This is an optimization exercise on Yosys and OpenROAD, whose aim is small area, a short achievable clock period and few clock cycles, not a production implementation.
Function was checked by simulation only, so behaviour that the tests miss may differ from the original.
No activity file was given, so power comes from the tool's default toggle rates.

==> flow/design.v (excerpt) <==
module CPU(
    input         clk,
    input         rst,
    output [31:0] imem_addr,
    input  [31:0] imem_rdata,
    output [31:0] dmem_addr,
    output [31:0] dmem_wdata,
    output        dmem_we,
    input  [31:0] dmem_rdata,
    output        wb_en,
    output [4:0]  wb_addr,
    output [31:0] wb_data
);
Size in the first run: about 1,300 flip-flops, ~200 I/O pins, about 57,000 sq um of cells after synthesis.
==> module CPU, before the edit <==
module CPU(
    input         clk,
    input         rst,
    output [31:0] imem_addr,
    input  [31:0] imem_rdata,
    output [31:0] dmem_addr,
    output [31:0] dmem_wdata,
    output        dmem_we,
    input  [31:0] dmem_rdata,
    output        wb_en,
    output [4:0]  wb_addr,
    output [31:0] wb_data
);
reg  [31:2] pc;
reg  [31:0] e_a;                 
reg  [31:0] e_b;                 
reg  [31:0] e_s;                 
reg  [31:2] e_tgt;               
reg  [4:0]  e_dest;
reg         e_wr, e_ld, e_st, e_br;
reg         e_sub, e_and, e_or, e_slt;
reg         e_fam;                         
reg         e_fbm;                         
reg         e_bm;                          
reg         e_add;                         
reg  [31:0] m_alu, m_sd;
reg  [4:0]  m_dest;
reg         m_wr, m_ld, m_st;
reg  [31:0] w_data;
reg  [4:0]  w_dest;
reg         w_wr;
reg  [31:1] rv;
wire [31:0] ins = imem_rdata;
wire [5:0]  op  = ins[31:26];
wire [4:0]  rs  = ins[25:21];
wire [4:0]  rt  = ins[20:16];
wire [4:0]  rd  = ins[15:11];
wire [5:0]  fn  = ins[5:0];
wire [31:0] simm = {{16{ins[15]}}, ins[15:0]};
wire is_r    = (op == 6'b000000);
wire is_addi = (op == 6'b001000);
wire is_lw   = (op == 6'b100011);
wire is_sw   = (op == 6'b101011);
wire is_beq  = (op == 6'b000100);
wire [4:0] dest   = is_r ? rd : rt;
wire       wr     = (is_r | is_addi | is_lw) & (dest != 5'd0);
wire       use_rs = is_r | is_addi | is_lw | is_sw | is_beq;
wire       use_rt = is_r | is_sw | is_beq;
wire       b_rt   = is_r | is_beq;        
wire [31:2] pc1   = pc + 30'd1;
wire [16:0] tgt_lo = {1'b0, pc[17:2]} + {1'b0, ins[15:0]} + 17'd1;
wire [31:18] pch_p = pc[31:18] + 14'd1;
wire [31:18] pch_m = pc[31:18] - 14'd1;
wire [31:18] tgt_hi = ( tgt_lo[16] & ~ins[15]) ? pch_p :
                      (~tgt_lo[16] &  ins[15]) ? pch_m : pc[31:18];
wire [31:2] tgt_d = {tgt_hi, tgt_lo[15:0]};
wire sub_d = is_r & ((fn == 6'b100010) | (fn == 6'b101010));
wire and_d = is_r & (fn == 6'b100100);
wire or_d  = is_r & (fn == 6'b100101);
wire slt_d = is_r & (fn == 6'b101010);
wire stall = e_ld & ((use_rs & (rs == e_dest)) | (use_rt & (rt == e_dest)));
wire [32*32-1:0] rflat;
wire [31:1]      rs_sel, rt_sel, rv_eff;
reg  [31:0]      rs_v, rt_v;
wire [31:0] wd = m_ld ? dmem_rdata : m_alu;      
wire        rs_w = m_wr & (m_dest == rs);        
wire        rt_w = m_wr & (m_dest == rt);
genvar g;
generate
    for (g = 1; g < 32; g = g + 1) begin : RF
        reg [31:0] q;
        always @(posedge clk)
            if (m_wr && m_dest == g)
                q <= wd;
        assign rflat[g*32 +: 32] = q;
        assign rv_eff[g] = rv[g] & ~(m_wr && m_dest == g);
        assign rs_sel[g] = rv_eff[g] & (rs == g);
        assign rt_sel[g] = rv_eff[g] & (rt == g);
    end
endgenerate
assign rflat[31:0] = 32'd0;
integer k;
always @(*) begin
    rs_v = {32{rs_w}} & wd;
    rt_v = {32{rt_w}} & wd;
    for (k = 1; k < 32; k = k + 1) begin
        rs_v = rs_v | ({32{rs_sel[k]}} & rflat[k*32 +: 32]);
        rt_v = rt_v | ({32{rt_sel[k]}} & rflat[k*32 +: 32]);
    end
end
always @(posedge clk or posedge rst) begin
    if (rst)
        rv <= 31'd0;
    else if (m_wr)
        rv[m_dest] <= 1'b1;
end
wire fam = e_wr & (e_dest == rs);
wire fbm = e_wr & (e_dest == rt);
wire [31:0] A = e_fam ? m_alu : e_a;
wire [31:0] S = e_fbm ? m_alu : e_s;
wire [31:0] mx = m_alu  ^ {32{e_sub}};
wire [31:0] Bx = e_bm ? mx : e_b;
wire [32:0] sum1 = {A, 1'b1} + {Bx, e_sub};    
wire [31:0] sum  = sum1[32:1];
wire        lt   = (A[31] == Bx[31]) ? A[31] : sum[31];
wire [31:0] res  = ({32{e_add}} & sum) | ({32{e_and}} & (A & Bx)) |
                   ({32{e_or}} & (A | Bx)) | {31'd0, e_slt & lt};
wire        taken = e_br & (A == Bx);
always @(posedge clk or posedge rst) begin
    if (rst)
        pc <= 30'd0;
    else if (taken)
        pc <= e_tgt;
    else if (!stall)
        pc <= pc1;
end
always @(posedge clk or posedge rst) begin
    if (rst) begin
        e_wr <= 1'b0;
        e_ld <= 1'b0;
        e_st <= 1'b0;
        e_br <= 1'b0;
    end else if (stall) begin
        e_wr <= 1'b0;
        e_ld <= 1'b0;
        e_st <= 1'b0;
        e_br <= 1'b0;
    end else begin
        e_wr <= wr;
        e_ld <= is_lw & (dest != 5'd0);
        e_st <= is_sw;
        e_br <= is_beq;
    end
end
always @(posedge clk) begin
    e_a    <= rs_v;
    e_b    <= b_rt ? (rt_v ^ {32{sub_d}}) : simm;
    e_s    <= rt_v;
    e_tgt  <= tgt_d;
    e_bm   <= b_rt & fbm;
    e_add  <= ~and_d & ~or_d & ~slt_d;
    e_dest <= dest;
    e_sub  <= sub_d;
    e_and  <= and_d;
    e_or   <= or_d;
    e_slt  <= slt_d;
    e_fam  <= fam;
    e_fbm  <= fbm;
end
always @(posedge clk or posedge rst) begin
    if (rst) begin
        m_wr <= 1'b0;
        m_st <= 1'b0;
    end else begin
        m_wr <= e_wr;
        m_st <= e_st;
    end
end
always @(posedge clk) begin
    m_alu  <= res;
    m_sd   <= S;
    m_dest <= e_dest;
    m_ld   <= e_ld;
end
always @(posedge clk or posedge rst) begin
    if (rst)
        w_wr <= 1'b0;
    else
        w_wr <= m_wr;
end
always @(posedge clk) begin
    w_data <= wd;
    w_dest <= m_dest;
end
assign imem_addr  = {pc, 2'b00};
assign dmem_addr  = m_alu;
assign dmem_wdata = m_sd;
assign dmem_we    = m_st;
assign wb_en      = w_wr;
assign wb_addr    = w_dest;
assign wb_data    = w_data;
endmodule
clock: 8.5 ns
lec_check: 0
abc_clock_period_in_ps: 2500
cap_margin: 20
core_margin: 2
core_utilization: 40
place_density: 0.5
setup_slack_margin: 5
slew_margin: 20
standard.sh (not shown) runs the stock make flow with config.mk's settings and CLKGATE_MAP_FILE= SYNTH_SCRIPT=/design/flow/synth_recipe.tcl, a recipe that flattens the netlist after the stock synthesis.
==> flow/flow/run.sh <==
#!/bin/bash
# The standard layout (standard.sh: ORFS synthesis to finish, unchanged
# synthesis), with three changes to how it is laid out:
#  - the port buffers are a plain buffer (buf_2), not the delay buffer that
#    buffer_ports picks by default;
#  - gate sizing may change a cell's footprint (MATCH_CELL_FOOTPRINT=0);
#  - (setup margin as given in config.mk)
# make's full output goes to standard.log; ORFS keeps each step's log under
# orfs/logs.
cd "$(dirname "$0")/.."
bash standard.sh \
    "BUFFER_PORTS_ARGS=-buffer_cell sky130_fd_sc_hd__buf_2" \
    MATCH_CELL_FOOTPRINT=0 \
    finish > standard.log 2>&1
The first run passed the timing, design-rule and antenna checks.
Testbench counts at the start, summed over its fixed seeds: cycles 35,517.
Rerun with:
--- a/flow/design.v
+++ b/flow/design.v
@@ -59,31 +59,28 @@
 wire or_d  = is_r & (fn == 6'b100101);
 wire slt_d = is_r & (fn == 6'b101010);
 wire stall = e_ld & ((use_rs & (rs == e_dest)) | (use_rt & (rt == e_dest)));
 wire [32*32-1:0] rflat;
-wire [31:1]      rs_sel, rt_sel, rv_eff;
+wire [31:1]      rs_sel, rt_sel;
 reg  [31:0]      rs_v, rt_v;
 wire [31:0] wd = m_ld ? dmem_rdata : m_alu;      
-wire        rs_w = m_wr & (m_dest == rs);        
-wire        rt_w = m_wr & (m_dest == rt);
 genvar g;
 generate
     for (g = 1; g < 32; g = g + 1) begin : RF
         reg [31:0] q;
         always @(posedge clk)
             if (m_wr && m_dest == g)
                 q <= wd;
         assign rflat[g*32 +: 32] = q;
-        assign rv_eff[g] = rv[g] & ~(m_wr && m_dest == g);
-        assign rs_sel[g] = rv_eff[g] & (rs == g);
-        assign rt_sel[g] = rv_eff[g] & (rt == g);
+        assign rs_sel[g] = rv[g] & (rs == g);
+        assign rt_sel[g] = rv[g] & (rt == g);
     end
 endgenerate
 assign rflat[31:0] = 32'd0;
 integer k;
 always @(*) begin
-    rs_v = {32{rs_w}} & wd;
-    rt_v = {32{rt_w}} & wd;
+    rs_v = 32'd0;
+    rt_v = 32'd0;
     for (k = 1; k < 32; k = k + 1) begin
         rs_v = rs_v | ({32{rs_sel[k]}} & rflat[k*32 +: 32]);
         rt_v = rt_v | ({32{rt_sel[k]}} & rflat[k*32 +: 32]);
     end
@@ -94,9 +91,12 @@
     else if (m_wr)
         rv[m_dest] <= 1'b1;
 end
 wire fam = e_wr & (e_dest == rs);
+wire faw = m_wr & (m_dest == rs) & ~fam;
 wire fbm = e_wr & (e_dest == rt);
+wire fbw = m_wr & (m_dest == rt) & ~fbm;
+wire [31:0] rt_fw = fbw ? wd : rt_v;
 wire [31:0] A = e_fam ? m_alu : e_a;
 wire [31:0] S = e_fbm ? m_alu : e_s;
 wire [31:0] mx = m_alu  ^ {32{e_sub}};
 wire [31:0] Bx = e_bm ? mx : e_b;
@@ -132,11 +132,11 @@
         e_br <= is_beq;
     end
 end
 always @(posedge clk) begin
-    e_a    <= rs_v;
-    e_b    <= b_rt ? (rt_v ^ {32{sub_d}}) : simm;
-    e_s    <= rt_v;
+    e_a    <= faw ? wd : rs_v;
+    e_b    <= b_rt ? (rt_fw ^ {32{sub_d}}) : simm;
+    e_s    <= rt_fw;
     e_tgt  <= tgt_d;
     e_bm   <= b_rt & fbm;
     e_add  <= ~and_d & ~or_d & ~slt_d;
     e_dest <= dest;
Clock-buffer cell count is lower by 2.
Non-clock buffer count is lower by 3.
Worst hold slack got worse by 0.0063 ns.
Sequential power is higher by 3.7%.
Power is higher by 7.4%.
Die area is higher by 1.3%.
Setup slack improved by 0.0062 ns.
Global-route usage is higher by 1.5 points.
Routed wire length is higher by 4.3%.
First-iteration DRC count is higher by 7.3%.
Core utilization is lower by 0.65 points.
Testbench counts after the change, summed over its fixed seeds: cycles 35,517.

## separate check: timing with driven ports
How much do the figures lean on ideal ports? The routed layouts below were timed once more, with nothing changed but the port constraints.
Step 1, drivers: a clkbuf_16 drives clk and a buf_2 each remaining input, both assumed.
Step 2 moves the port delays by t, midway between the first and last clock arrival at a register: inputs arrive t later, outputs are due t later. That takes back most of the time a late clock gives input paths.
Slacks: ideal ports / drivers / drivers and shift; pairs: ideal ports / drivers.
| run | t, ns | setup slack, ns | worst register clock-pin slew, ns | worst slew at a driven data input, ns |
|---|---|---|---|---|
| the first run | 0.869 | 4.838 / 4.884 / 4.016 | 0.07 / 0.07 | 0.07 |
| the second run | 0.886 | 4.845 / 4.898 / 4.012 | 0.07 / 0.07 | 0.07 |
After both steps setup and hold are still met in every run listed. For the second run, which loses most, drivers alone change the setup slack by +0.053 ns; drivers and shift together by -0.833 ns.
